From an optimization exercise on the open Yosys and OpenROAD flow, aimed at small area, a short achievable clock period and few clock cycles per item; shortcuts taken in it are not production practice.
At most, simulation tests tie the RTL to the original design; equivalence was not proved.
Only the layout flow was run in runs 4 and 5; the RTL was not checked for function there.
Power is estimated from default activity; no workload was simulated.

<file path="flow/config.mk">
export PLATFORM = sky130hd
export DESIGN_NAME = Procesador
export DESIGN_NICKNAME = Procesador
export VERILOG_FILES = /design/flow/design.v
export SDC_FILE = /design/flow/constraint.sdc
export NUM_CORES = 4
export LEC_CHECK = 0
export CAP_MARGIN = 20
export CORE_MARGIN = 2
export CORE_UTILIZATION = 40
export SLEW_MARGIN = 20
</file>
<file path="flow/constraint.sdc">
create_clock -name core_clock -period 12.0 [get_ports {clk}]
set_input_delay 2.4000 -clock core_clock [delete_from_list [all_inputs] [get_ports {clk}]]
set_output_delay 2.4000 -clock core_clock [all_outputs]
set_load 0.01 [all_outputs]
</file>
<file path="flow/design.v">
module Procesador(input  logic        clk, rst,
                  input  logic [31:0] imem_rdata,
                  input  logic [6:0]  dmem_rdata,
                  output logic [31:0] imem_addr,
                  output logic [31:0] dmem_addr,
                  output logic        dmem_we,
                  output logic [6:0]  dmem_wdata,
                  output logic        txtE,
                  output logic [31:0] SrcBE);
  logic [31:0] pc;
  logic        vD;
  logic [31:0] ir, pcD;
  logic [31:0] opA, opB;
  logic [6:0]  sdE;
  logic [3:0]  rdE;
  logic        wbE, ldE, stE, txE, cmpE, brE, mulE;    
  logic        fSub, fAnd, fOr, fSh, fLeft, fMov;
  logic [1:0]  condE;
  logic        fwdAE, fwdBE, fwdSE;
  logic        mIter;
  logic [31:0] resM;
  logic [6:0]  sdM;
  logic [3:0]  rdM;
  logic        wbM, ldM, stM, txM;
  logic        flagN, flagZ;
  logic [31:0] rf [1:14];
  assign imem_addr  = pc;
  assign dmem_addr  = resM;
  assign dmem_we    = stM;
  assign dmem_wdata = sdM;
  assign txtE       = txM;
  assign SrcBE      = resM;
  wire [31:0] ldata = {{25{dmem_rdata[6]}}, dmem_rdata};
  wire [31:0] wdata = ldM ? ldata : resM;
  always_ff @(posedge clk) begin
    for (int i = 1; i <= 14; i++)
      if (rst) rf[i] <= 32'b0;
      else if (wbM && rdM == 4'(i)) rf[i] <= wdata;
  end
  logic [31:0] rfx [0:15];
  always_comb begin
    rfx[0]  = 32'b0;
    rfx[15] = 32'b0;
    for (int i = 1; i <= 14; i++) rfx[i] = rf[i];
  end
  function automatic logic [31:0] rdreg(input logic [3:0] a);
    rdreg = rfx[a];
    if (wbM && rdM == a) rdreg = wdata;
    if (a == 4'd0) rdreg = 32'b0;
  endfunction
  wire [1:0]  op    = ir[31:30];
  wire [3:0]  rd    = ir[29:26];
  wire [3:0]  rn    = ir[25:22];
  wire [3:0]  rm    = ir[21:18];
  wire [16:0] imm   = ir[21:5];
  wire        iflg  = ir[4];
  wire [3:0]  fn    = ir[3:0];
  wire [1:0]  cond  = ir[4:3];
  wire [31:0] immx  = {{15{imm[16]}}, imm};
  wire isAlu = (op == 2'b00);
  wire isLdr = (op == 2'b01);
  wire isStx = (op == 2'b10) && (fn == 4'hF);
  wire isStr = (op == 2'b10) && (fn != 4'hF);
  wire isBr  = (op == 2'b11);
  wire aMov  = isAlu && fn == 4'h8;
  wire aCmp  = isAlu && fn == 4'h9;
  wire aSub  = isAlu && (fn == 4'h1 || fn == 4'h9);
  wire aMul  = isAlu && fn == 4'h2;
  wire aAnd  = isAlu && fn == 4'h4;
  wire aOr   = isAlu && fn == 4'h5;
  wire aLsl  = isAlu && fn == 4'h6;
  wire aLsr  = isAlu && fn == 4'h7;
  wire [3:0] ra2   = (op == 2'b10) ? rd : rm;
  wire usesA = ((isAlu && !aMov) || isLdr || isStr) && rn != 4'hF;
  wire usesB = ((isAlu || isLdr) && !iflg) || isStx;
  wire usesS = isStr;
  wire useImm = ((isAlu || isLdr) && iflg) || isStr;
  wire [31:0] rv1 = rdreg(rn);
  wire [31:0] rv2 = rdreg(ra2);
  wire [31:0] tgtD = pcD + immx;
  function automatic logic condok(input logic [1:0] c, input logic n, input logic z);
    case (c)
      2'b00: condok = 1'b1;
      2'b01: condok = z;
      2'b10: condok = !n && !z;
      default: condok = n;
    endcase
  endfunction
  logic mulDone, busyE, takenE;
  wire loaduse = ldE && ((usesA && rn == rdE) || (usesB && ra2 == rdE) || (usesS && rd == rdE));
  wire stallD  = busyE || loaduse;
  wire advD    = vD && !stallD && !takenE;
  wire brKnown = (cond == 2'b00) || !cmpE;
  wire takenD  = advD && isBr && brKnown && condok(cond, flagN, flagZ);
  always_ff @(posedge clk, posedge rst) begin
    if (rst) begin
      pc <= 32'b0;
      vD <= 1'b0;
    end else begin
      if (takenE)      pc <= opA;
      else if (takenD) pc <= tgtD;
      else if (!stallD) pc <= pc + 32'd1;
      if (takenE || takenD) vD <= 1'b0;
      else if (!stallD)     vD <= 1'b1;
    end
  end
  always_ff @(posedge clk) begin
    if (!stallD) begin
      ir  <= imem_rdata;
      pcD <= pc;
    end
  end
  wire [31:0] fa = fwdAE ? resM : opA;
  wire [31:0] fb = fwdBE ? resM : opB;
  wire mFirst = mulE && !mIter;
  wire [31:0] pa0 = opA & {32{opB[0]}};
  wire [31:0] pa1 = {opA[30:0], 1'b0} & {32{opB[1]}};
  wire [31:0] cs_s = resM ^ pa0 ^ pa1;
  wire [31:0] cs_c = {((resM & pa0) | (resM & pa1) | (pa0 & pa1)), 1'b0} ;
  wire [31:0] cs_c32 = cs_c[31:0];
  wire [31:0] addX = mIter ? cs_s : (mFirst ? (fa & {32{fb[0]}}) : fa);
  wire [31:0] addY = mIter ? cs_c32 : (mFirst ? ({fa[30:0], 1'b0} & {32{fb[1]}}) : (fb ^ {32{fSub}}));
  wire [31:0] sum  = addX + addY + {31'b0, fSub & !mulE};
  function automatic logic [31:0] rev32(input logic [31:0] x);
    for (int i = 0; i < 32; i++) rev32[i] = x[31-i];
  endfunction
  wire [31:0] shin = fLeft ? rev32(fa) : fa;
  wire [31:0] shr  = shin >> fb[4:0];
  wire [31:0] sho  = (|fb[31:5]) ? 32'b0 : (fLeft ? rev32(shr) : shr);
  wire [31:0] resE = fMov ? fb :
                     fAnd ? (fa & fb) :
                     fOr  ? (fa | fb) :
                     fSh  ? sho : sum;
  assign mulDone = mIter ? (opB[31:2] == 30'b0) : (fb[31:2] == 30'b0);
  assign busyE   = mulE && !mulDone;
  assign takenE  = brE && condok(condE, flagN, flagZ);
  always_ff @(posedge clk, posedge rst) begin
    if (rst) begin
      {wbE, ldE, stE, txE, cmpE, brE, mulE, mIter} <= '0;
      flagN <= 1'b0;
      flagZ <= 1'b0;
    end else begin
      if (cmpE) begin
        flagN <= sum[31];
        flagZ <= (fa == fb);
      end
      mIter <= busyE;
      if (!busyE) begin
        if (advD) begin
          wbE  <= (isAlu && !aCmp) || isLdr;
          ldE  <= isLdr;
          stE  <= isStr;
          txE  <= isStx;
          cmpE <= aCmp;
          brE  <= isBr && !brKnown;
          mulE <= aMul;
        end else begin
          {wbE, ldE, stE, txE, cmpE, brE, mulE} <= '0;
        end
      end
    end
  end
  always_ff @(posedge clk) begin
    if (busyE) begin
      opA <= (mFirst ? fa : opA) << 2;
      opB <= (mFirst ? fb : opB) >> 2;
    end else begin
      opA <= isBr ? tgtD : (rn == 4'hF) ? pcD : rv1;
      opB <= useImm ? immx : rv2;
      sdE <= rv2[6:0];
      rdE <= rd;
      condE <= cond;
      fSub  <= aSub;
      fAnd  <= aAnd;
      fOr   <= aOr;
      fSh   <= aLsl || aLsr;
      fLeft <= aLsl;
      fMov  <= aMov || isStx;
      fwdAE <= wbE && usesA && rn == rdE;
      fwdBE <= wbE && usesB && ra2 == rdE;
      fwdSE <= wbE && usesS && rd == rdE;
    end
  end
  always_ff @(posedge clk, posedge rst) begin
    if (rst) begin
      {wbM, ldM, stM, txM} <= '0;
    end else if (busyE) begin
      {wbM, ldM, stM, txM} <= '0;
    end else begin
      wbM <= wbE;
      ldM <= ldE;
      stM <= stE;
      txM <= txE;
    end
  end
  always_ff @(posedge clk) begin
    resM <= resE;
    sdM  <= fwdSE ? resM[6:0] : sdE;
    rdM  <= rdE;
  end
endmodule
</file>
<file path="flow/flow/run.sh">
#!/bin/bash
bash standard.sh SETUP_SLACK_MARGIN=8 finish > standard.log 2>&1
</file>
<file path="flow/standard.sh">
#!/bin/bash
# synth_recipe.tcl (not shown) runs the flow's synth.tcl, then flattens the netlist and writes it again
# the make line also repeats each setting of config.mk as NAME=value (left out here)
make -C /OpenROAD-flow-scripts/flow DESIGN_CONFIG=/design/flow/config.mk WORK_HOME=/design/flow/orfs CLKGATE_MAP_FILE= SYNTH_SCRIPT=/design/flow/synth_recipe.tcl "${@:-finish}"
</file>
==> results of run 1 <==
how the worst min path moves through the flow:
stage                     startpoint            endpoint  slack, ps  cells after the start
detailed placement   stE$_DFFE_PP0P_     stE$_DFFE_PP0P_        460                      2
CTS                  stE$_DFFE_PP0P_     stE$_DFFE_PP0P_        480                      2
global placement     stE$_DFFE_PP0P_     stE$_DFFE_PP0P_        460                      2
floorplan            ir[3]$_DFFE_PN_  condE[0]$_DFFE_PP_        420                      0
finish               stE$_DFFE_PP0P_     stE$_DFFE_PP0P_        480                      2
global route        sdE[4]$_DFFE_PP_      sdM[4]$_DFF_P_        500                      1
through the flow:
stage	setup slack [ps]	instances	hold slack, ps	utilization [%]	cell area [um^2]
finish	7670	6560	480	48.4	51000
global route	7550	6556	505	48.4	51000
CTS	7770	6513	476	47.7	50300
detailed placement	6240	6237	462	42.9	45200
global placement	6240	6236	458	42.9	45200
floorplan	7910	5045	424	-	42700
repair_timing:
item                       in CTS  in global routing
cloned                         10                  3
hold buffers                    0                  0
gates resized for setup       366                 83
setup endpoints to repair     521                301
pin swaps                      42                 41
buffers inserted              114                 38
state kept, by name, indices dropped and copies added (netlist names), 2 cells and up:
name	count
sdM	7
opB	32
pcD	32
rdE	4
sdE	7
condE	2
rf	448
pc	32
resM	32
ir	32
opA	32
rdM	4
worst max-delay path: cells and delay by family (launching register included):
family                   cells  cell delay (ps)
adder cells (fa/ha/maj)      1              310
flip-flops                   1              440
multiplexers                 1              610
XOR/XNOR                     1               90
AO/OA/AOI/OAI                9             2100
AND/OR/NAND/NOR              1              110
buffers and inverters        2              500
power by group:
group	total (mW)	switching [mW]	internal (mW)
Sequential	3.68	0.727	2.96
Clock	2.70	1.11	1.59
Combinational	11.5	7.30	4.20
layout make-up:
class | instances | area (um^2) | share of cell area [%]
multi-input combinational | 3724 | 26300 | 51.5
sequential | 688 | 15000 | 29.4
timing repair buffer | 470 | 4480 | 8.78
clock buffer | 114 | 2410 | 4.72
tap | 1391 | 1740 | 3.41
inverter | 127 | 578 | 1.13
clock inverter | 38 | 497 | 0.974
timing repair inverter | 2 | 17.5 | 0.0343
antenna | 6 | 15.0 | 0.0294
cell families (layout without fill, tap and decap cells):
group | Yosys count | after routing
AOI/OAI and AO/OA | 1798 | 1798
adders and majority gates | 160 | 160
buffers and inverters | 634 | 751
muxes | 194 | 195
xor gates and xnor gates | 106 | 106
other | 0 | 6
DFF | 688 | 688
and+or+nand+nor | 1465 | 1465
layout by cell type (no fill, tap or decap), drive strengths merged, types with 36 or more instances in the layout:
cell type,instances
nor2,741
dfxtp,555
a211oi,536
buf,318
a21oi,311
nand2,287
a22oi,268
o21ai,159
ha,127
inv,126
nand3,125
mux2i,119
clkbuf,117
nor3,91
edfxtp,86
a222oi,78
dlygate4sd2,72
xnor2,66
clkdlybuf4s50,63
a221oi,63
a22o,52
dfrtp,47
o211ai,44
mux2,41
xor2,40
and2,36
per-layer routing:
layer	global-route usage (%)	wire, um
met3	10.9	25500
met4	27.1	18700
met5	0.391	281
met1	45.3	76700
met2	55.0	88000
==> impl_results.md, run 1 <==
* Status: no timing/DRC/antenna violations
* Number of flops mapped to enable cells by yosys at 86
* CP max stage cell: mux2i_1
* Synth-to-Final Area Change at 19.8%
* Clk slew on worst S/H paths at 60 ps
* Most common flop cell mapped by yosys: dfxtp_1
* Max Cap Viol at 0
* DRC at 0
* IO buf count at ~150
* Post-synth top area share at a little over a quarter
* First-pass GRT wire length at ~300,000 um
* Power Total at around 18 mW
* Initial Util at 40.4%
* Worst-case clock skew at between 20 and 30 ps
* Initial antenna violation count at 15
* Endpoints failing setup at 0
* Worst-Skew Late Latency at approximately 700 ps
* Crit path DAT at a little under 5000 ps
* Vias in the first global route at roughly 41k
* Crit path capture type: register
* DIE AREA at about 110,000 um^2
* Pins Over Slew Limit at 0
* CP max stage delay at 610 ps
* Unrepaired setup endpoints after global routing: yes
* Die Wd at between 300 and 400 um
* I/O pins at between 100 and 150
* Fillers at around 10k
* Commonest cells post-synth: nor2_1 (738), dfxtp_1 (555), a211oi_1 (536), clkbuf_1 (375), a21oi_1 (310)
* Synthesized area at between 40,000 and 50,000 um^2
* PD cells at roughly 350 nW/um^2
* Gate Count Post-Synth at 5,045
* Gr ovfl total at 0
* Required @ worst endpoint at between 10,000 and 15,000 ps
* Post-synth net total at approximately 5.2k
* Simple-Gate Fraction of Synth Area at 15.2%
* VDD IR-drop max at roughly 0.16 mV
* FMAX at roughly 230 MHz
* Flops & latches, synth at between 600 and 700
* R2R depth at 15
* Clock root cell: clkbuf_16
* Synth unique cells at around 110
* Final worst-path cycle share at between 30% and 40%
* Slew HR at ~16%
* CP cell instances: buf_12 -> mux2i_1 -> inv_1 -> a311oi_1 -> a21oi_1 -> ha_1 -> a211oi_2 -> o21ai_1 -> a31oi_2 -> nor3_2 -> a2111oi_4 -> o21bai_1 -> a21oi_2 -> xnor2_1 -> a221o_1
* Worst r2r src: fwdAE$_DFFE_PP_
* ANT nets after route at 0
* Post-synthesis compound-gate area fraction at between 30% and 40%
* HPWL Detailed at between 100,000 and 150,000 um
* Most common cell in the synthesized netlist: nor2_1
* Setup crit start: fwdAE$_DFFE_PP_
* Startpoint Class: register
* Overall Global Routing Usage at between 30 and 40%
* Hold Violations, Final at 0
* R2R setup slack at 7670 ps
* Rows at around 120
* CTS Buf Count at 82
* RR Endpoint: resM[28]$_DFF_P_
* Vias at around 45k
* Fin crit period at 4330 ps
* Chip height at roughly 330 um
* CTS tree: built
* H-tree depth at 3
* Placeable Area at 105,000 um^2
* DR iter-0 viols at around 7.6k
* CP Capture Point: resM[28]$_DFF_P_
* Fraction of synthesized area in multiplexers at 5.83%
* Total Routed Length at between 200,000 and 250,000 um
* Leak at between 15 and 20 nW
* GPL Wtd Cong at 1.01
* Final #Nets at about 5.3k
* Crit Path Class: register to register
* DRT Pass-1 Iters at 26
* Maximum fanout along the worst path at 28
* Dominant cell type by area after synthesis: dfxtp_1
* Synth top area cells: dfxtp_1 (26%), a211oi_1 (9.5%), nor2_1 (6.5%)
* Seq/Total Area, Yosys at 34.9%
* Setup tns final at 0 ps
* Syn Area/Cell at 8.43 um^2
* Clk buf depth at 3
* Via-per-instance ratio at 6.80
* Share of cells above drive strength 1 at 15.6%
* WL per Instance at around 32 um
* Ys async rst share at 6.83%
* Largest family of logic cells by synthesized area: compound AO/OA/AOI/OAI gates
* Min-Delay Path Class: register to register
* Xor and xnor area share after synthesis at roughly 2.2%
* Largest net degree at the start of global routing at roughly 200
* YS warnings at 3
* CTS Sinks at between 600 and 700
* Adder-cell share of the synthesized area at between 5 and 6%
* Worst-Margin Slew at roughly 1300 ps
Testbench counts, summed over its fixed seeds: cycles 442,993, samples 12,800.
==> run 2: changes to the inputs <==
==> flow/run.sh (new file) <==
#!/bin/bash
# synth_recipe.tcl (not shown) runs the flow's synth.tcl, then flattens the netlist and writes it again
# the make line also repeats each setting of config.mk as NAME=value (left out here)
make -C /OpenROAD-flow-scripts/flow DESIGN_CONFIG=/design/flow/config.mk WORK_HOME=/design/flow/orfs CLKGATE_MAP_FILE= SYNTH_SCRIPT=/design/flow/synth_recipe.tcl finish
removed: flow/flow/run.sh
removed: flow/standard.sh
==> run 2 against run 1 <==
Against the previous run:
- still clean on timing, DRC and antenna
- via count shrank 3.6%
- hold slack lost 2.0 ps
- clock-buffer cell count shrank 3
- total power shrank 9.2%
- global-route usage shrank 1.7 points
- area after synthesis is the same
- clock skew grew 28 ps
- final area shrank 5.9%
- cell count shrank 2.6%
- routed wire length shrank 5.2%
- maximum frequency shrank 33%
==> impl_results.md, run 2 <==
* Post-synth top area share at 26.1% (unchanged)
* Leak at 16.6 nW (-8.0%)
* VDD IR-drop max at 0.151 mV (-7.3%)
* IO buf count at 145 (unchanged)
* Syn Area/Cell at 8.43 um^2 (unchanged)
* Fin crit period at 6420 ps (+2090 ps)
* Initial antenna violation count at 10 (-5)
* CTS Buf Count at 80 (-2.4%)
* DIE AREA at 109,000 um^2 (unchanged)
* Pins Over Slew Limit at 0 (unchanged)
* Initial Util at 40.4% (unchanged)
* Setup bufs post-CTS at 0 (-100%)
* Number of flops mapped to enable cells by yosys at 86 (unchanged)
* Via-per-instance ratio at 6.73 (-1.1%)
* Hold buffers post-CTS at 0 (unchanged)
* GPL Wtd Cong at 1.01 (-0.66%)
* Slew HR at 19.4% (+3.2 points)
* Dominant cell type by area after synthesis: dfxtp_1
* Most common flop cell mapped by yosys: dfxtp_1
* Worst-case clock skew at 57.8 ps (+28.4 ps)
* DR iter-0 viols at 6,627 (-13%)
* Commonest cells post-synth: nor2_1 (738), dfxtp_1 (555), a211oi_1 (536), clkbuf_1 (375), a21oi_1 (310)
* Clk slew on worst S/H paths at 60 ps (about the same)
* Commonest non-fill, non-tap cell in the layout: nor2_1
* Top reg by flops: rf
* DRC at 0 (unchanged)
* Hold Violations, Final at 0 (unchanged)
* Final #Nets at 5,131 (-3.1%)
* Worst-Margin Slew at 1210 ps (-44.1 ps)
* Final Instance Area at 48,000 um^2 (-5.9%)
* Synthesized area at 42,600 um^2 (unchanged)
* FMAX at 156 MHz (-33%)
* Dpl cell area at 45,100 um^2 (-0.19%)
* Status: no timing/DRC/antenna violations
* Placeable Area at 105,000 um^2 (unchanged)
* Flops & latches, synth at 688 (unchanged)
* Final worst-path cycle share at 53.5% (+17 points)
* Most common cell in the synthesized netlist: nor2_1
* Crit path DAT at 6940 ps (+2070 ps)
* Dpl ws at 5700 ps (-533 ps)
* Hold endpoint: stE$_DFFE_PP0P_
* Ys async rst share at 6.83% (unchanged)
* Gr ovfl total at 0 (unchanged)
* Maximum fanout along the worst path at 35 (+25%)
* CP max stage delay at 820 ps (+210 ps)
* Synth-to-Final Area Change at 12.8%
* CP cell instances: buf_4 -> mux2i_4 -> clkinv_2 -> buf_4 -> ha_1 -> nand2_1 -> o21ai_0 -> mux2_2 -> ha_1 -> o21a_1 -> o31a_1 -> o2111ai_1 -> nand3b_1 -> nor4b_1 -> o41ai_1 -> or3_1 -> a31oi_1 -> o21a_1
* First-pass GRT wire length at 283,000 um (-4.1%)
* Required @ worst endpoint at 12,520 ps (-20 ps)
* Vias in the first global route at 39.5k (-3.8%)
* Die Wd at 330 um (unchanged)
* H-tree depth at 3 (unchanged)
* Clock root cell: clkbuf_16
* CP max stage cell: o41ai_1
* Largest net degree at the start of global routing at 162 (-19%)
* Max FFs per register at 448 (unchanged)
* DRT Pass-1 Iters at 29 (+12%)
* Startpoint Class: register
* Max Cap Viol at 0 (unchanged)
* WL per Instance at 31.0 um (-2.7%)
* YS warnings at 3 (unchanged)
* Min-Delay Path Class: register to register
* R2R setup slack at 5580 ps (-2090 ps)
* Overall Global Routing Usage at 35.2% (-1.7 points)
* Rows at 119 (unchanged)
* Total Routed Length at 198,000 um (-5.2%)
* Vias at 43.0k (-3.6%)
* Post-CTS Resized at 0 (-100%)
* HPWL Detailed at 129,000 um (-0.49%)
* Most frequent cells in the layout: nor2_1 (725), dfxtp_1 (555), a211oi_1 (536)
* Crit path capture type: register
* CTS Sinks at 688 (unchanged)
* Chip height at 330 um (unchanged)
* Worst r2r src: fwdBE$_DFFE_PP_
* Final worst-path setup slack at 5580 ps (-2090 ps)
* I/O pins at 146 (unchanged)
* Share of cells above drive strength 1 at 9.34% (-6.3 points)
* Post-synth net total at 5,246 (unchanged)
* Gate Count Post-Synth at 5,045 (unchanged)
* Hold Startpoint: stE$_DFFE_PP0P_
* Synth unique cells at 106 (unchanged)
* PD cells at 338 nW/um^2 (-3.5%)
* Crit Path Class: register to register
* RR Endpoint: resM[21]$_DFF_P_
* Clk buf depth at 3 (unchanged)
* Unrepaired setup endpoints after global routing: no
* Endpoints failing setup at 0 (unchanged)
* Synth top area cells: dfxtp_1 (26%), a211oi_1 (9.5%), nor2_1 (6.5%)
* ANT nets after route at 0 (unchanged)
* Hold path depth at 2 (unchanged)
* CTS tree: built
* Worst-Skew Late Latency at 680 ps (about the same)
* R2R depth at 18 (+3)
* Seq/Total Area, Yosys at 34.9% (unchanged)
* Setup tns final at 0 ps (unchanged)
[run 2: area by class of cell]
type	count	area [um^2]
well taps	1391	1740
clock inverters	39	497
diodes	2	5.00
flip-flops and latches	688	14900
clock buffers	111	2350
inverters	127	485
multi-input cells	3723	25300
fillers	10447	57400
repair buffers	310	2700
[run 2: worst max-delay path by stage]
stage	to	cells past startpoint	slack (ps)	from
5_1_grt	resM[19]$_DFF_P_	17	5300	fwdBE$_DFFE_PP_
3_5_place_dp	resM[21]$_DFF_P_	18	5700	fwdBE$_DFFE_PP_
4_1_cts	resM[21]$_DFF_P_	18	5640	fwdBE$_DFFE_PP_
2_1_floorplan	resM[21]$_DFF_P_	21	7350	fwdAE$_DFFE_PP_
6_report	resM[21]$_DFF_P_	18	5580	fwdBE$_DFFE_PP_
3_3_place_gp	resM[21]$_DFF_P_	18	5680	fwdBE$_DFFE_PP_
[run 2: cells by family (layout without fill, tap and decap cells)]
kind of cell / count (synthesis) / count (layout) / share of synthesized area (%)
simple gates: 1465 / 1465 / 15.2
xor+xnor: 106 / 106 / 2.18
other cells: 0 / 2 / 0
flops: 688 / 688 / 34.9
buf+inv: 634 / 587 / 6.24
mux: 194 / 194 / 5.83
compound gates: 1798 / 1798 / 30.3
fa+ha+maj: 160 / 160 / 5.29
[run 2: per-layer routing]
metal	part of all wire, %	vias to the layer above	GRT usage, %
met2	43	2889	52.9
li1	-	18845	-
met3	11	727	8.74
met4	7.7	12	22.9
met5	0.041	-	0
met1	38	20514	44.9
[run 2: power breakdown]
part | switching [mW] | leakage (nW) | internal, mW
Sequential | 0.848 | 5.96 | 2.92
Combinational | 6.45 | 9.27 | 3.36
Clock | 1.10 | 1.40 | 1.56
[run 2: stage by stage]
step / instances / hold slack, ps / utilization [%] / power [mW]
2_1_floorplan: 5045 / 424 / - / 9.53
3_3_place_gp: 6238 / 468 / 42.8 / 13.2
4_1_cts: 6389 / 475 / 45.5 / 15.9
5_1_grt: 6389 / 511 / 45.5 / 16.9
3_5_place_dp: 6239 / 463 / 42.8 / 13.2
6_report: 6391 / 478 / 45.5 / 16.2
[run 2: critical path, delay by kind of cell, from the launching register on]
kind | cells | cell delay (ps)
compound gates | 7 | 1860
fa+ha+maj | 2 | 610
buf+inv | 3 | 1670
flops | 1 | 320
mux | 2 | 1020
simple gates | 4 | 760
==> run 3: changes to the inputs <==
--- a/flow/design.v
+++ b/flow/design.v
@@ -10,10 +10,10 @@
   logic [31:0] pc;
   logic        vD;
-  logic [31:0] ir, pcD;
+  logic [31:0] ir;
   logic [31:0] opA, opB;
   logic [6:0]  sdE;
   logic [3:0]  rdE;
-  logic        wbE, ldE, stE, txE, cmpE, brE, mulE;    
-  logic        fSub, fAnd, fOr, fSh, fLeft, fMov;
+  logic        wbE, ldE, stE, txE, cmpE, brE, mulE, lslE;    
+  logic        fSub, fAnd, fOr, fSh, fMov;
   logic [1:0]  condE;
   logic        fwdAE, fwdBE, fwdSE;
@@ -78,5 +78,6 @@
   wire [31:0] rv1 = rdreg(rn);
   wire [31:0] rv2 = rdreg(ra2);
-  wire [31:0] tgtD = pcD + immx;
+  wire [17:0] immm1 = {imm[16], imm} - 18'd1;
+  wire [31:0] tgtD = pc + (isBr ? {{14{immm1[17]}}, immm1} : 32'hFFFFFFFF);
   function automatic logic condok(input logic [1:0] c, input logic n, input logic z);
     case (c)
@@ -92,5 +93,5 @@
   wire advD    = vD && !stallD && !takenE;
   wire brKnown = (cond == 2'b00) || !cmpE;
-  wire takenD  = advD && isBr && brKnown && condok(cond, flagN, flagZ);
+  wire takenD  = advD && isBr && brKnown && condok(cond, flagN, flagZ) && imm != 17'd1;
   always_ff @(posedge clk, posedge rst) begin
     if (rst) begin
@@ -108,5 +109,4 @@
     if (!stallD) begin
       ir  <= imem_rdata;
-      pcD <= pc;
     end
   end
@@ -119,23 +119,19 @@
   wire [31:0] cs_c = {((resM & pa0) | (resM & pa1) | (pa0 & pa1)), 1'b0} ;
   wire [31:0] cs_c32 = cs_c[31:0];
-  wire [31:0] addX = mIter ? cs_s : (mFirst ? (fa & {32{fb[0]}}) : fa);
-  wire [31:0] addY = mIter ? cs_c32 : (mFirst ? ({fa[30:0], 1'b0} & {32{fb[1]}}) : (fb ^ {32{fSub}}));
+  wire [31:0] addX = mIter ? cs_s : (mFirst ? (fa & {32{fb[0] & !lslE}}) : fa);
+  wire [31:0] addY = mIter ? cs_c32 : (mFirst ? ({fa[30:0], 1'b0} & {32{fb[1] & !lslE}}) : (fb ^ {32{fSub}}));
   wire [31:0] sum  = addX + addY + {31'b0, fSub & !mulE};
-  function automatic logic [31:0] rev32(input logic [31:0] x);
-    for (int i = 0; i < 32; i++) rev32[i] = x[31-i];
-  endfunction
-  wire [31:0] shin = fLeft ? rev32(fa) : fa;
-  wire [31:0] shr  = shin >> fb[4:0];
-  wire [31:0] sho  = (|fb[31:5]) ? 32'b0 : (fLeft ? rev32(shr) : shr);
+  wire [31:0] sho  = (|fb[31:5]) ? 32'b0 : (fa >> fb[4:0]);
+  wire [31:0] pow2 = (|fb[31:5]) ? 32'b0 : (32'b1 << fb[4:0]);
   wire [31:0] resE = fMov ? fb :
                      fAnd ? (fa & fb) :
                      fOr  ? (fa | fb) :
                      fSh  ? sho : sum;
-  assign mulDone = mIter ? (opB[31:2] == 30'b0) : (fb[31:2] == 30'b0);
+  assign mulDone = mIter ? (opB[31:2] == 30'b0) : (!lslE && fb[31:2] == 30'b0);
   assign busyE   = mulE && !mulDone;
   assign takenE  = brE && condok(condE, flagN, flagZ);
   always_ff @(posedge clk, posedge rst) begin
     if (rst) begin
-      {wbE, ldE, stE, txE, cmpE, brE, mulE, mIter} <= '0;
+      {wbE, ldE, stE, txE, cmpE, brE, mulE, lslE, mIter} <= '0;
       flagN <= 1'b0;
       flagZ <= 1'b0;
@@ -154,7 +150,8 @@
           cmpE <= aCmp;
           brE  <= isBr && !brKnown;
-          mulE <= aMul;
+          mulE <= aMul || aLsl;
+          lslE <= aLsl;
         end else begin
-          {wbE, ldE, stE, txE, cmpE, brE, mulE} <= '0;
+          {wbE, ldE, stE, txE, cmpE, brE, mulE, lslE} <= '0;
         end
       end
@@ -163,8 +160,13 @@
   always_ff @(posedge clk) begin
     if (busyE) begin
-      opA <= (mFirst ? fa : opA) << 2;
-      opB <= (mFirst ? fb : opB) >> 2;
-    end else begin
-      opA <= isBr ? tgtD : (rn == 4'hF) ? pcD : rv1;
+      if (mFirst && lslE) begin
+        opA <= fa;
+        opB <= pow2;
+      end else begin
+        opA <= (mFirst ? fa : opA) << 2;
+        opB <= (mFirst ? fb : opB) >> 2;
+      end
+    end else begin
+      opA <= (isBr || rn == 4'hF) ? tgtD : rv1;
       opB <= useImm ? immx : rv2;
       sdE <= rv2[6:0];
@@ -174,6 +176,5 @@
       fAnd  <= aAnd;
       fOr   <= aOr;
-      fSh   <= aLsl || aLsr;
-      fLeft <= aLsl;
+      fSh   <= aLsr;
       fMov  <= aMov || isStx;
       fwdAE <= wbE && usesA && rn == rdE;
==> flow/flow/run.sh (new file) <==
#!/bin/bash
bash standard.sh SETUP_SLACK_MARGIN=8 finish > standard.log 2>&1
==> flow/standard.sh (new file) <==
#!/bin/bash
# synth_recipe.tcl (not shown) runs the flow's synth.tcl, then flattens the netlist and writes it again
# the make line also repeats each setting of config.mk as NAME=value (left out here)
make -C /OpenROAD-flow-scripts/flow DESIGN_CONFIG=/design/flow/config.mk WORK_HOME=/design/flow/orfs CLKGATE_MAP_FILE= SYNTH_SCRIPT=/design/flow/synth_recipe.tcl "${@:-finish}"
removed: flow/run.sh
==> run 3 against run 2 <==
Against the previous run:
- still clean
- non-clock buffer count increased by 153
- synthesized cell count is 1.1% lower
- area after synthesis down 4.7%
- sequential share of layout area decreased by 2.5 points
- die area fell by 4.6%
- register-to-register slack gained 2100 ps
- via count rose by 0.52%
- largest power group unchanged
==> impl_results.md, run 3 <==
* Status: no timing/DRC/antenna violations
* Flops & latches, synth at 656 (-4.7%)
* Placeable Area at 100,000 um^2 (-4.9%)
* Chip height at 322 um (-2.3%)
* Unrepaired setup endpoints after global routing: yes
* Largest net degree at the start of global routing at 262 (+62%)
* DIE AREA at 104,000 um^2 (-4.6%)
* Number of flops mapped to enable cells by yosys at 53 (-38%)
* DR iter-0 viols at 6,951 (+4.9%)
* Syn Area/Cell at 8.12 um^2 (-3.7%)
* GR peak layer: met2
* Synthesized area at 40,600 um^2 (-4.7%)
* Hold buffers post-CTS at 0 (unchanged)
* Commonest cells post-synth: nor2_1 (696), dfxtp_1 (555), a211oi_1 (520), a21oi_1 (395), a22oi_1 (378)
* Via-per-instance ratio at 6.67 (-0.89%)
* Total Routed Length at 196,000 um (-1.3%)
* Synth unique cells at 100 (-5.7%)
* Final worst-path cycle share at 35.8% (-18 points)
* Vias in the first global route at 39.9k (+1.1%)
* GRT met2 Usage at 54.8% (+1.8 points)
* Die Wd at 322 um (-2.3%)
* CTS Sinks at 656 (-4.7%)
* Crit-path most repeated cell: buf_12
* Required @ worst endpoint at 12,540 ps (+20 ps)
* Worst-Skew Late Latency at 700 ps (+20 ps)
* Hold endpoint: sdM[5]$_DFF_P_
* Max Cap Viol at 0 (unchanged)
* FMAX at 233 MHz (+50%)
* Initial Util at 40.4% (+0.073 points)
* Slew HR at 27.2% (+7.8 points)
* GPL Wtd Cong at 1.00 (-0.34%)
* I/O pins at 146 (unchanged)
* Seq/Total Area, Yosys at 34.3% (-0.66 points)
* Post-synth net total at 5,197 (-0.93%)
* PD cells at 342 nW/um^2 (+0.96%)
* Initial antenna violation count at 11 (+1)
* Hold path depth at 1 (-1)
* Dominant cell type by area after synthesis: dfxtp_1
* Dpl ws at 6610 ps (+905 ps)
* Top delay family on crit path: compound AO/OA/AOI/OAI gates
* Crit path capture type: register
* Clk slew on worst S/H paths at 60 ps (about the same)
* Fin crit period at 4290 ps (-2130 ps)
* Most frequent cells in the layout: nor2_1 (665), dfxtp_1 (526), a211oi_1 (513)
* WL per Instance at 30.2 um (-2.7%)
* HPWL Detailed at 122,000 um (-5.7%)
* Vias at 43.2k (+0.52%)
* H-tree depth at 3 (unchanged)
* CTS Buf Count at 77 (-3.8%)
* Maximum fanout along the worst path at 12 (-66%)
* R2R depth at 20 (+2)
* Commonest non-fill, non-tap cell in the layout: nor2_1
* Final Instance Area at 49,200 um^2 (+2.6%)
* CP max stage delay at 450 ps (-370 ps)
* Max FFs per register at 448 (unchanged)
* DRT Pass-1 Iters at 9 (-69%)
* Dpl cell area at 43,200 um^2 (-4.4%)
* VDD IR-drop max at 0.201 mV (+33%)
* GRT met3 Usage at 9.03% (+0.28 points)
* Non-filler cells, final at 6,482 (+1.4%)
* RR Endpoint: resM[28]$_DFF_P_
* Synth-to-Final Area Change at 21.4%
* Overall Global Routing Usage at 35.8% (+0.63 points)
* Gr ovfl total at 0 (unchanged)
* Setup tns final at 0 ps (unchanged)
* Gate Count Post-Synth at 4,992 (-1.1%)
* Share of cells above drive strength 1 at 16.6% (+7.3 points)
* Ys async rst share at 7.32% (+0.49 points)
* Worst-case clock skew at 43.4 ps (-14.4 ps)
* Pins Over Slew Limit at 0 (unchanged)
* DRC at 0 (unchanged)
* CTS tree: built
* Fillers at 9,577 (-8.3%)
* CP cell instances: buf_12 -> mux2i_4 -> buf_12 -> nor2_4 -> nand2_8 -> buf_12 -> o22ai_1 -> nor2_1 -> a21oi_1 -> ha_1 -> a21o_1 -> a21o_1 -> a211oi_2 -> o41ai_4 -> a31o_4 -> nand4_1 -> nand3b_1 -> a21oi_2 -> xor2_1 -> o21ai_1
* Most common flop cell mapped by yosys: dfxtp_1
* Post-synth top area share at 27.4% (+1.3 points)
* ANT nets after route at 0 (unchanged)
* Crit path DAT at 4830 ps (-2110 ps)
* Clock root cell: clkbuf_16
* Final #Nets at 5,262 (+2.6%)
* Min-Delay Path Class: register to register
* Hold Startpoint: sdE[5]$_DFFE_PP_
* Top reg by flops: rf
* CP max stage cell: edfxtp_1
* Clk buf depth at 3 (unchanged)
* Placed cells at 6,146 (-1.5%)
* Leak at 17.4 nW (+4.7%)
* Worst r2r src: fwdBE$_DFFE_PP_
* Final worst-path setup slack at 7710 ps (+2130 ps)
* Rows at 116 (-2.5%)
* Hold Violations, Final at 0 (unchanged)
* Crit Path Class: register to register
* IO buf count at 145 (unchanged)
* R2R setup slack at 7710 ps (+2130 ps)
* Met1 Usage GRT at 45.4% (+0.44 points)
* First-pass GRT wire length at 278,000 um (-2.0%)
* Most common cell in the synthesized netlist: nor2_1
* Endpoints failing setup at 0 (unchanged)
* Synth top area cells: dfxtp_1 (27%), a211oi_1 (9.6%), a22oi_1 (7.0%)
* Startpoint Class: register
* Worst Path Buf+Inv at 3 (unchanged)
* YS warnings at 3 (unchanged)
* Worst-Margin Slew at 1090 ps (-117 ps)
==> run 3: changes by cell type after synthesis, moves of 19 or more <==
| cell | previous run | this run |
|---|---|---|
| a22oi_1 | 268 | 378 |
| a21oi_1 | 310 | 395 |
| a222oi_1 | 78 | 9 |
| nor2_1 | 738 | 696 |
| edfxtp_1 | 86 | 53 |
| o22ai_1 | 22 | 55 |
| a311oi_1 | 32 | 1 |
| mux4_2 | 31 | 0 |
| a221oi_1 | 60 | 90 |
| a221o_1 | 26 | 3 |
| nand4_1 | 30 | 52 |
| o21ai_0 | 125 | 106 |
==> run 3: layout make-up <==
| class | instances | area, um^2 | share of cell area (%) |
|---|---|---|---|
| Antenna cell | 8 | 20.0 | 0.0407 |
| Clock buffer | 107 | 2270 | 4.62 |
| Tap cell | 1357 | 1700 | 3.45 |
| Timing Repair Buffer | 463 | 4250 | 8.62 |
| Inverter | 133 | 564 | 1.15 |
| Multi-Input combinational cell | 3726 | 26000 | 52.7 |
| Sequential cell | 656 | 14100 | 28.5 |
| Clock inverter | 32 | 429 | 0.871 |
==> run 3: how the worst max path moves through the flow <==
stage	start	to	slack, ps	depth (start not counted)
6_report	fwdBE$_DFFE_PP_	resM[28]$_DFF_P_	7710	20
5_1_grt	fwdBE$_DFFE_PP_	resM[26]$_DFF_P_	7560	21
4_1_cts	fwdBE$_DFFE_PP_	resM[28]$_DFF_P_	7720	19
3_5_place_dp	fwdBE$_DFFE_PP_	resM[24]$_DFF_P_	6610	18
3_3_place_gp	fwdBE$_DFFE_PP_	resM[24]$_DFF_P_	6690	19
2_1_floorplan	fwdBE$_DFFE_PP_	resM[24]$_DFF_P_	7610	20
==> run 3: timing repair <==
action,in CTS,in global routing
endpoints found under the hold margin,0,0
gates cloned,6,6
pin swaps,72,90
setup endpoints to repair,275,124
resized for setup,338,176
setup buffers,130,46
==> run 3: kinds of logic (layout without fill, tap and decap cells) <==
family,Yosys count,in the layout,share of synthesized area [%]
buffers and inverters,613,735,6.19
adder cells (fa/ha/maj),164,164,5.67
XOR/XNOR,126,126,2.72
AO/OA/AOI/OAI,1852,1853,31.6
flip-flops,656,656,34.3
multiplexers,150,150,3.90
AND/OR/NAND/NOR,1431,1433,15.6
other,0,8,0
==> run 3: where the power goes <==
group / internal [mW] / leakage [nW] / switching, mW / total, mW
Sequential: 2.72 / 5.60 / 0.692 / 3.41
Combinational: 4.09 / 10.5 / 6.82 / 10.9
Clock: 1.45 / 1.32 / 1.05 / 2.50
==> run 3: layer usage <==
layer | vias to the layer above | routed length (um)
li1 | 18797 | -
met1 | 20409 | 74200
met2 | 3165 | 83700
met3 | 831 | 22800
met4 | 10 | 14900
met5 | - | 73
==> run 3: per-stage QoR <==
stage | util, % | power (mW) | hold WS, ps
floorplan | - | 8.87 | 448
global placement | 43.0 | 12.2 | 463
detailed placement | 43.0 | 12.1 | 466
CTS | 47.8 | 15.6 | 465
global route | 49.1 | 17.4 | 490
finish | 49.1 | 16.8 | 458
Testbench counts of run 3, summed over its fixed seeds: cycles 441,429, samples 12,800.
==> run 4: changes to the inputs <==
--- a/flow/design.v
+++ b/flow/design.v
@@ -14,9 +14,10 @@
   logic [6:0]  sdE;
   logic [3:0]  rdE;
-  logic        wbE, ldE, stE, txE, cmpE, brE, mulE, lslE;    
+  logic        wbE, ldE, stE, txE, cmpE, brE, mulE, lslE;
+  logic [1:0]  condE;    
   logic        fSub, fAnd, fOr, fSh, fMov;
-  logic [1:0]  condE;
-  logic        fwdAE, fwdBE, fwdSE;
+  logic        fwdLA, fwdLB, fwdLS;    
   logic        mIter;
+  logic        mg0, mg1;               
   logic [31:0] resM;
   logic [6:0]  sdM;
@@ -89,5 +90,10 @@
   endfunction
   logic mulDone, busyE, takenE;
-  wire loaduse = ldE && ((usesA && rn == rdE) || (usesB && ra2 == rdE) || (usesS && rd == rdE));
+  logic nE, zE;
+  wire logicOp = aAnd || aOr || aMov || isStx;
+  wire ldDepA  = ldE && usesA && rn == rdE;
+  wire ldDepB  = ldE && usesB && ra2 == rdE;
+  wire ldDepS  = ldE && usesS && rd == rdE;
+  wire loaduse = (ldDepA || ldDepB) && !logicOp;
   wire stallD  = busyE || loaduse;
   wire advD    = vD && !stallD && !takenE;
@@ -111,24 +117,27 @@
     end
   end
-  wire [31:0] fa = fwdAE ? resM : opA;
-  wire [31:0] fb = fwdBE ? resM : opB;
   wire mFirst = mulE && !mIter;
-  wire [31:0] pa0 = opA & {32{opB[0]}};
-  wire [31:0] pa1 = {opA[30:0], 1'b0} & {32{opB[1]}};
-  wire [31:0] cs_s = resM ^ pa0 ^ pa1;
-  wire [31:0] cs_c = {((resM & pa0) | (resM & pa1) | (pa0 & pa1)), 1'b0} ;
-  wire [31:0] cs_c32 = cs_c[31:0];
-  wire [31:0] addX = mIter ? cs_s : (mFirst ? (fa & {32{fb[0] & !lslE}}) : fa);
-  wire [31:0] addY = mIter ? cs_c32 : (mFirst ? ({fa[30:0], 1'b0} & {32{fb[1] & !lslE}}) : (fb ^ {32{fSub}}));
-  wire [31:0] sum  = addX + addY + {31'b0, fSub & !mulE};
-  wire [31:0] sho  = (|fb[31:5]) ? 32'b0 : (fa >> fb[4:0]);
-  wire [31:0] pow2 = (|fb[31:5]) ? 32'b0 : (32'b1 << fb[4:0]);
-  wire [31:0] resE = fMov ? fb :
-                     fAnd ? (fa & fb) :
-                     fOr  ? (fa | fb) :
+  wire lslSet = mFirst && lslE;           
+  wire [31:0] acc = mIter ? resM : 32'b0;
+  wire [31:0] pa0 = opA & {32{mg0}};
+  wire [31:0] pa1 = {opA[30:0], 1'b0} & {32{mg1}};
+  wire [31:0] cs_s = acc ^ pa0 ^ pa1;
+  wire [31:0] cs_c = {((acc & pa0) | (acc & pa1) | (pa0 & pa1)), 1'b0};
+  wire [31:0] addX = mulE ? cs_s : opA;
+  wire [31:0] addY = mulE ? cs_c[31:0] : (opB ^ {32{fSub}});
+  wire [31:0] sum  = addX + addY + {31'b0, fSub};
+  wire [31:0] sho  = (|opB[31:5]) ? 32'b0 : (opA >> opB[4:0]);
+  wire [31:0] pow2 = (|opB[31:5]) ? 32'b0 : (32'b1 << opB[4:0]);
+  wire [31:0] la = fwdLA ? ldata : opA;
+  wire [31:0] lb = fwdLB ? ldata : opB;
+  wire [31:0] resE = fMov ? lb :
+                     fAnd ? (la & lb) :
+                     fOr  ? (la | lb) :
                      fSh  ? sho : sum;
-  assign mulDone = mIter ? (opB[31:2] == 30'b0) : (!lslE && fb[31:2] == 30'b0);
+  assign mulDone = !lslSet && (opB[31:2] == 30'b0);
   assign busyE   = mulE && !mulDone;
   assign takenE  = brE && condok(condE, flagN, flagZ);
+  assign nE = sum[31];
+  assign zE = (opA == opB);
   always_ff @(posedge clk, posedge rst) begin
     if (rst) begin
@@ -138,6 +147,6 @@
     end else begin
       if (cmpE) begin
-        flagN <= sum[31];
-        flagZ <= (fa == fb);
+        flagN <= nE;
+        flagZ <= zE;
       end
       mIter <= busyE;
@@ -158,17 +167,26 @@
     end
   end
+  wire fwdA = wbE && !ldE && usesA && rn == rdE;
+  wire fwdB = wbE && !ldE && usesB && ra2 == rdE;
+  wire fwdS = wbE && !ldE && usesS && rd == rdE;
+  wire [31:0] opBD = useImm ? immx : fwdB ? resE : rv2;
   always_ff @(posedge clk) begin
     if (busyE) begin
-      if (mFirst && lslE) begin
-        opA <= fa;
+      if (lslSet) begin
         opB <= pow2;
+        mg0 <= pow2[0];
+        mg1 <= pow2[1];
       end else begin
-        opA <= (mFirst ? fa : opA) << 2;
-        opB <= (mFirst ? fb : opB) >> 2;
+        opA <= opA << 2;
+        opB <= opB >> 2;
+        mg0 <= opB[2];
+        mg1 <= opB[3];
       end
     end else begin
-      opA <= (isBr || rn == 4'hF) ? tgtD : rv1;
-      opB <= useImm ? immx : rv2;
-      sdE <= rv2[6:0];
+      mg0 <= aMul && opBD[0];
+      mg1 <= aMul && opBD[1];
+      opA <= fwdA ? resE : (isBr || rn == 4'hF) ? tgtD : rv1;
+      opB <= opBD;
+      sdE <= fwdS ? resE[6:0] : rv2[6:0];
       rdE <= rd;
       condE <= cond;
@@ -178,7 +196,7 @@
       fSh   <= aLsr;
       fMov  <= aMov || isStx;
-      fwdAE <= wbE && usesA && rn == rdE;
-      fwdBE <= wbE && usesB && ra2 == rdE;
-      fwdSE <= wbE && usesS && rd == rdE;
+      fwdLA <= ldDepA;
+      fwdLB <= ldDepB;
+      fwdLS <= ldDepS;
     end
   end
@@ -197,5 +215,5 @@
   always_ff @(posedge clk) begin
     resM <= resE;
-    sdM  <= fwdSE ? resM[6:0] : sdE;
+    sdM  <= fwdLS ? dmem_rdata : sdE;
     rdM  <= rdE;
   end
==> run 4 against run 3 <==
Against the previous run:
- first-iteration DRC count increased by 3.5%
- critical path depth decreased by 4
- sequential power increased by 4%
- flip-flop and latch count increased by 2
- combinational power about the same
- global-route usage increased by 1.0 points
- routed wire length increased by 2.3%
- area after synthesis increased by 0.46%
- register-to-register slack got worse by 250 ps
- setup slack got worse by 250 ps
- critical path type unchanged
- largest cell class unchanged
==> impl_results.md, run 4 <==
* VDD IR-drop max at 0.261 mV (+29%)
* Clk buf depth at 3 (unchanged)
* Dominant cell type by area after synthesis: dfxtp_1
* Commonest non-fill, non-tap cell in the layout: nor2_1
* WL per Instance at 31.2 um (+3.3%)
* Commonest cells post-synth: nor2_1 (663), dfxtp_1 (525), a211oi_1 (487), clkbuf_1 (401), nand2_1 (317)
* I/O pins at 146 (unchanged)
* DR iter-0 viols at 7,192 (+3.5%)
* Endpoints failing setup at 0 (unchanged)
* Hold buffers post-CTS at 0 (unchanged)
* Fillers at 9,558 (-0.20%)
* FMAX at 220 MHz (-5.5%)
* Slew HR at 26.0% (-1.2 points)
* Max Cap Viol at 0 (unchanged)
* Fin crit period at 4540 ps (+251 ps)
* Synthesized area at 40,700 um^2 (+0.46%)
* HPWL Detailed at 128,000 um (+4.6%)
* DRT Pass-1 Iters at 7 (-2)
* CTS Buf Count at 75 (-2.6%)
* CTS Sinks at 658 (+0.30%)
* Max FFs per register at 448 (unchanged)
* Leak at 17.4 nW (+0.21%)
* Chip height at 323 um (+0.23%)
* Most common flop cell mapped by yosys: dfxtp_1
* Multi-input gate area at 26,500 um^2 (+2.1%)
* Most frequent cells in the layout: nor2_1 (625), dfxtp_1 (490), a211oi_1 (477)
* Syn Area/Cell at 8.30 um^2 (+2.1%)
* Die Wd at 323 um (+0.23%)
* Crit path DAT at 5070 ps (+240 ps)
* H-tree depth at 3 (unchanged)
* Reg area at 14,400 um^2 (+2.5%)
* Clk slew on worst S/H paths at 60 ps (about the same)
* YS warnings at 3 (unchanged)
* Synth-to-Final Area Change at 22.7%
* CTS tree: built
* Maximum fanout along the worst path at 4 (-8)
* Gr ovfl total at 0 (unchanged)
* Fin util at 49.3% (+0.17 points)
* ANT nets after route at 0 (unchanged)
* Flops & latches, synth at 658 (+0.30%)
* Largest net degree at the start of global routing at 103 (-61%)
* Unrepaired setup endpoints after global routing: yes
* Hold Violations, Final at 0 (unchanged)
* Ys async rst share at 7.29% (-0.022 points)
* PD cells at 342 nW/um^2 (+0.21%)
* Seq/Total Area, Yosys at 35.0% (+0.73 points)
* First-pass GRT wire length at 284,000 um (+2.2%)
* Number of flops mapped to enable cells by yosys at 85 (+60%)
* Initial antenna violation count at 15 (+4)
* Min-Delay Path Class: register to register
* Crit Path Class: register to register
* Final Instance Area at 50,000 um^2 (+1.5%)
* Worst-Skew Late Latency at 690 ps (about the same)
* Final worst-path cycle share at 37.9% (+2.1 points)
* Gate Count Post-Synth at 4,911 (-1.6%)
* Pins Over Slew Limit at 0 (unchanged)
* Worst-case clock skew at 59.4 ps (+16.0 ps)
* Startpoint Class: register
* Status: no timing/DRC/antenna violations
* Top reg by flops: rf
* Dpl cell area at 43,300 um^2 (+0.23%)
* Most common cell in the synthesized netlist: nor2_1
* Share of cells above drive strength 1 at 19.8% (+3.2 points)
* Rows at 117 (+0.86%)
* Post-synth net total at 5,052 (-2.8%)
* DIE AREA at 104,000 um^2 (+0.45%)
* Synth top area cells: dfxtp_1 (26%), a211oi_1 (9.0%), edfxtp_1 (6.3%)
* Initial Util at 40.2% (-0.28 points)
* Total Routed Length at 200,000 um (+2.3%)
* Setup tns final at 0 ps (unchanged)
* Post-synth top area share at 25.8% (-1.6 points)
* GPL Wtd Cong at 1.05 (+4.7%)
* DRC at 0 (unchanged)
* Crit path capture type: register
* Via-per-instance ratio at 6.72 (+0.85%)
* Overall Global Routing Usage at 36.9% (+1.0 points)
* Dpl ws at 6320 ps (-289 ps)
* Worst-Margin Slew at 1100 ps (+10.7 ps)
* Synth unique cells at 93 (-7.0%)
* Vias in the first global route at 39.8k (-0.32%)
* Clock root cell: clkbuf_16
* Final #Nets at 5,125 (-2.6%)
* Placeable Area at 101,000 um^2 (+1.2%)
* Required @ worst endpoint at 12,530 ps (about the same)
* Vias at 43.2k (-0.097%)
* IO buf count at 145 (unchanged)
* Final worst-path setup slack at 7460 ps (-251 ps)
* WHS at 472 ps (+14.0 ps)
-- run 4: critical path: stages (launching register included) --
cell and delay, ps:
edfxtp_1 530, and2_4 230, fa_1 440, mux2_4 290, fa_2 350, a21o_1 220
a2111oi_4 340, buf_4 200, or3_4 140, nand3b_1 170, a41o_1 270, o311a_1 340
o211a_1 210, nand3b_1 270, buf_4 220, a21oi_2 110, o2bb2ai_1 70
-- run 4: through the flow --
stage	power [mW]	instances
6_report	17.1	6421
5_1_grt	17.5	6414
4_1_cts	15.7	6343
3_5_place_dp	12.0	6052
3_3_place_gp	12.0	6052
2_1_floorplan	8.43	4911
-- run 4: cells by family (layout without fill, tap and decap cells) --
family                     count (synthesis)  count (layout)  synth area share [%]
AOI/OAI and AO/OA                       1757            1757                  30.6
xor gates and xnor gates                 150             150                  3.26
adders and majority gates                100             100                  3.68
buffers and inverters                    566             700                  5.74
DFF                                      658             658                  35.0
muxes                                    147             147                  4.71
other                                      0               8                     0
and+or+nand+nor                         1533            1533                  17.0
-- run 4: metal layers --
layer / GRT usage [%] / part of all wire (%)
met1: 45.3 / 37
met2: 54.0 / 42
met3: 10.9 / 12
met4: 28.4 / 8.9
met5: 0 / 0.089
-- run 4: timing repair --
| action | in CTS | in global routing |
|---|---|---|
| pin swaps | 83 | 131 |
| gates cloned | 3 | 2 |
| setup endpoints to repair | 556 | 298 |
| setup buffers | 150 | 68 |
| gates resized for setup | 422 | 207 |
-- run 4: report_power, final --
group	switching [mW]	total [mW]	internal (mW)
clock network	1.05	2.44	1.39
logic	7.00	11.1	4.12
registers	0.778	3.55	2.77
total	8.83	17.1	8.28
-- run 4: cell type report --
| class | instances | area share, % |
|---|---|---|
| Inverter | 50 | 0.388 |
| Sequential cell | 658 | 28.8 |
| Tap cell | 1368 | 3.42 |
| Multi-Input combinational cell | 3687 | 53.0 |
| Clock inverter | 33 | 0.798 |
| Timing Repair Buffer | 512 | 9.09 |
| Antenna cell | 8 | 0.0400 |
| Clock buffer | 105 | 4.39 |
-- run 4: path summary, 6_finish.rpt --
kind	from	slack (ps)	end	depth (start not counted)
worst max-delay path	opA[0]$_SDFFCE_PP0P_	7460	opB[30]$_DFF_P_	16
worst min-delay path	txE$_DFFE_PP0N_	470	txE$_DFFE_PP0N_	2
worst max register to register	opA[0]$_SDFFCE_PP0P_	7460	opB[30]$_DFF_P_	16
worst min register to register	txE$_DFFE_PP0N_	470	txE$_DFFE_PP0N_	2
max in group asynchronous	rst	9160	pc[11]$_DFFE_PP0P_	3
min in group asynchronous	rst	2280	ldM$_DFF_PP0_	3
==> run 5: changes to the inputs <==
--- a/flow/config.mk
+++ b/flow/config.mk
@@ -8,4 +8,4 @@
 export CAP_MARGIN = 20
 export CORE_MARGIN = 2
-export CORE_UTILIZATION = 40
+export CORE_UTILIZATION = 60
 export SLEW_MARGIN = 20
==> run 5 against run 4 <==
Against the previous run:
- critical path depth decreased by 2
- cell count decreased by 8.4%
- clock-buffer cell count decreased by 2
- utilization increased by 24 points
- synthesized cell count unchanged
- hold slack improved by 6.9 ps
- flip-flop and latch count unchanged
- combinational power increased by 5%
- area after synthesis unchanged
- setup slack got worse by 170 ps
- die area decreased by 33%
- critical path type unchanged
- critical endpoint is now opA[30]$_DFFE_PP_
==> impl_results.md, run 5 <==
* Status: no timing/DRC/antenna violations
* Synth top area cells: dfxtp_1 (26%), a211oi_1 (9.0%), edfxtp_1 (6.3%)
* Max FFs per register at 448 (unchanged)
* Share of cells above drive strength 1 at 18.9% (-0.84 points)
* Chip height at 265 um (-18%)
* Worst Path Buf+Inv at 0 (-2)
* Xor and xnor area share after synthesis at 3.26% (unchanged)
* Worst r2r src: opA[1]$_SDFFCE_PP0P_
* Post-synth top area share at 25.8% (unchanged)
* CP max stage cell: edfxtp_1
* Synth unique cells at 93 (unchanged)
* DR iter-0 viols at 8,907 (+24%)
* Top reg by flops: rf
* WL per Instance at 34.6 um (+11%)
* CTS tree: built
* DRT Pass-1 Iters at 14 (+7)
* Adder-cell share of the synthesized area at 3.68% (unchanged)
* Fin crit period at 4710 ps (+170 ps)
* Rows at 95 (-19%)
* PD cells at 358 nW/um^2 (+4.7%)
* First-pass GRT wire length at 281,000 um (-0.87%)
* Worst-Margin Slew at 1120 ps (+21.0 ps)
* Number of flops mapped to enable cells by yosys at 85 (unchanged)
* Fraction of synthesized area in multiplexers at 4.71% (unchanged)
* Most common flop cell mapped by yosys: dfxtp_1
* Most frequent cells in the layout: nor2_1 (627), dfxtp_1 (491), a211oi_1 (476)
* Simple-Gate Fraction of Synth Area at 17.0% (unchanged)
* CP max stage delay at 560 ps (+30 ps)
* Worst-Skew Late Latency at 660 ps (-30 ps)
* Syn Area/Cell at 8.30 um^2 (unchanged)
* Total Routed Length at 203,000 um (+1.5%)
* R2R setup slack at 7290 ps (-170 ps)
* Startpoint Class: register
* GRT met2 Usage at 76.0% (+22 points)
* Maximum fanout along the worst path at 4 (unchanged)
* Unrepaired setup endpoints after global routing: yes
* VDD IR-drop max at 0.327 mV (+25%)
* Synthesized area at 40,700 um^2 (unchanged)
* DIE AREA at 70,000 um^2 (-33%)
* Commonest non-fill, non-tap cell in the layout: nor2_1
* Hold endpoint: txE$_DFFE_PP0N_
* Vias in the first global route at 40.7k (+2.4%)
* Clock root cell: clkbuf_16
* Crit path capture type: register
* Die Wd at 265 um (-18%)
* Flops & latches, synth at 658 (unchanged)
* Worst-case clock skew at 41.7 ps (-17.7 ps)
* YS warnings at 3 (unchanged)
* Hold path depth at 2 (unchanged)
* Crit path DAT at 5090 ps (+20 ps)
* CP cell instances: and2_4 -> fa_1 -> mux2_4 -> fa_2 -> a21o_1 -> a2111oi_4 -> or3_4 -> nand3b_1 -> a41o_1 -> o311a_1 -> o211a_1 -> nand3b_1 -> o22ai_1 -> a21oi_1
* Largest net degree at the start of global routing at 250 (+140%)
* I/O pins at 146 (unchanged)
* Hold buffers post-CTS at 0 (unchanged)
* Max Cap Viol at 0 (unchanged)
* Largest family of logic cells by synthesized area: compound AO/OA/AOI/OAI gates
* GR peak layer: met2
* Commonest cells post-synth: nor2_1 (663), dfxtp_1 (525), a211oi_1 (487), clkbuf_1 (401), nand2_1 (317)
* IO buf count at 145 (unchanged)
* Hold Violations, Final at 0 (unchanged)
* Min-Delay Path Class: register to register
* Final worst-path cycle share at 39.3% (+1.4 points)
* Crit-path most repeated cell: nand3b_1
* Most common cell in the synthesized netlist: nor2_1
* ANT nets after route at 0 (unchanged)
* Pins Over Slew Limit at 0 (unchanged)
* Met1 Usage GRT at 63.9% (+19 points)
* Crit Path Class: register to register
* GRT met3 Usage at 23.5% (+13 points)
* Required @ worst endpoint at 12,380 ps (-150 ps)
* R2R depth at 14 (-2)
* Post-synthesis compound-gate area fraction at 30.6% (unchanged)
* CTS Buf Count at 72 (-4.0%)
* Initial antenna violation count at 26 (+11)
* Fillers at 5,042 (-47%)
* Clk slew on worst S/H paths at 60 ps (about the same)
* Gr ovfl total at 0 (unchanged)
* DRC at 0 (unchanged)
* Ys async rst share at 7.29% (unchanged)
* Placeable Area at 67,200 um^2 (-34%)
* Hold Startpoint: txE$_DFFE_PP0N_
* Via-per-instance ratio at 7.75 (+15%)
* Seq/Total Area, Yosys at 35.0% (unchanged)
* Clk buf depth at 3 (unchanged)
* Dominant cell type by area after synthesis: dfxtp_1
* Vias at 45.6k (+5.5%)
* WHS at 479 ps (+6.94 ps)
* RR Endpoint: opA[30]$_DFFE_PP_
* Top delay family on crit path: compound AO/OA/AOI/OAI gates
* Overall Global Routing Usage at 54.3% (+17 points)
* Post-synth net total at 5,052 (unchanged)
* FMAX at 212 MHz (-3.6%)
* Initial Util at 60.7% (+21 points)
* H-tree depth at 3 (unchanged)
* GPL Wtd Cong at 1.12 (+6.5%)
* Gate Count Post-Synth at 4,911 (unchanged)
* Final #Nets at 5,080 (-0.88%)
* Endpoints failing setup at 0 (unchanged)
* Synth-to-Final Area Change at 20.6%
* Power Total at 17.6 mW (+2.9%)
* Slew HR at 24.9% (-1.0 points)
* Leak at 17.2 nW (-1.2%)
* CTS Sinks at 658 (unchanged)
* Setup tns final at 0 ps (unchanged)
* HPWL Detailed at 121,000 um (-5.4%)
==> run 5: cell types whose count changed in the layout (fill, tap and decap cells not counted), sizes merged <==
cell,delta
diode,+6
clkdlybuf4s50,+10
clkinv,-9
buf,-39
bufbuf,-1
dlygate4sd2,-10
clkbuf,-4
bufinv,+2
inv,-1
==> run 5: final cells by class <==
class / instances / area, um^2 / share of cell area (%)
antenna: 14 / 35.0 / 0.0713
clock buffer: 103 / 2100 / 4.28
clock inverter: 25 / 382 / 0.777
inverter: 50 / 191 / 0.390
multi-input combinational: 3687 / 26700 / 54.3
sequential: 658 / 14400 / 29.4
tap: 873 / 1090 / 2.22
timing repair buffer: 470 / 4240 / 8.64
==> run 5: power by group <==
group	internal [mW]	switching, mW
sequential	2.77	0.848
clock	1.36	1.00
combinational	4.19	7.43
total	8.32	9.28
==> run 5: per-stage QoR <==
step | worst slack (ps) | cell area (um^2) | instances | util (%)
finish | 7290 | 49100 | 5880 | 73.2
detailed placement | 6320 | 42600 | 5549 | 63.4
global route | 7320 | 49100 | 5872 | 73.1
CTS | 7490 | 47400 | 5797 | 70.5
global placement | 6330 | 42600 | 5548 | 63.4
floorplan | 7500 | 40900 | 4911 | -
==> run 5: per-layer routing <==
metal / wire length [um] / part of all wire, % / vias to the layer above
li1: - / - / 18491
met3: 33000 / 16 / 1599
met1: 67000 / 33 / 20832
met2: 79800 / 39 / 4593
met4: 23100 / 11 / 36
met5: 287 / 0.14 / -
==> run 5: repair_timing <==
item                       4_1_cts  5_1_grt
setup endpoints to repair      483      109
resized for setup              402      217
gates cloned                     1        1
pin swaps                       74      122
buffers inserted               119       66
==> run 5: worst max path at each step <==
| stage | startpoint | to | slack (ps) | depth (start not counted) |
|---|---|---|---|---|
| after floorplan | ir[14]$_DFFE_PN_ | opA[31]$_DFFE_PP_ | 7500 | 16 |
| after global placement | dmem_rdata[6] | opA[23]$_DFFE_PP_ | 6330 | 9 |
| after global routing | ir[14]$_DFFE_PN_ | opA[25]$_DFFE_PP_ | 7320 | 17 |
| after detailed placement | dmem_rdata[6] | opB[23]$_DFF_P_ | 6320 | 9 |
| final | opA[1]$_SDFFCE_PP0P_ | opA[30]$_DFFE_PP_ | 7290 | 14 |
| after CTS | opA[1]$_SDFFCE_PP0P_ | opA[30]$_DFFE_PP_ | 7490 | 14 |
==> run 5: cell families (layout without fill, tap and decap cells) <==
kind of cell / after synthesis / in the layout
XOR/XNOR: 150 / 150
flip-flops: 658 / 658
AO/OA/AOI/OAI: 1757 / 1757
multiplexers: 147 / 147
AND/OR/NAND/NOR: 1533 / 1533
other: 0 / 14
adder cells (fa/ha/maj): 100 / 100
buffers and inverters: 566 / 648
==> run 5: worst min-delay path: stages, from the launching register on <==
cell	delay [ps]
dfrtp_1	340
nand2_1	50
o31ai_1	60

port drivers added, routing unchanged:
How much do the figures lean on ideal ports? The routed layouts below were timed once more, with nothing changed but the port constraints.
Step 1 sets driving cells, clkbuf_16 on the clock port and buf_2 on the other inputs (assumed; they add their load-dependent delay and slew).
Step 2 also shifts input and output timing later by t, the mid clock arrival at the registers, as if the neighbouring blocks saw the same clock.
Three values: no drivers, after step 1, after step 2; two values: the first two.
| run | shift t [ns] | setup slack, ns | clock arrival spread, ns | worst data-port slew with drivers (ns) |
|---|---|---|---|---|
| run 1 | 0.740 | 7.671 / 7.671 / 7.340 | 0.031 / 0.031 | 0.07 |
| run 2 | 0.726 | 5.583 / 5.583 / 5.583 | 0.058 / 0.057 | 0.06 |
| run 3 | 0.744 | 7.708 / 7.708 / 7.264 | 0.048 / 0.049 | 0.07 |
| run 4 | 0.731 | 7.457 / 7.457 / 7.211 | 0.060 / 0.060 | 0.06 |
| run 5 | 0.712 | 7.287 / 7.287 / 7.284 | 0.042 / 0.042 | 0.06 |
After both steps every run listed still meets setup and hold. For run 3, which loses most, drivers alone change the setup slack by 0.000 ns; drivers and shift together by -0.444 ns.
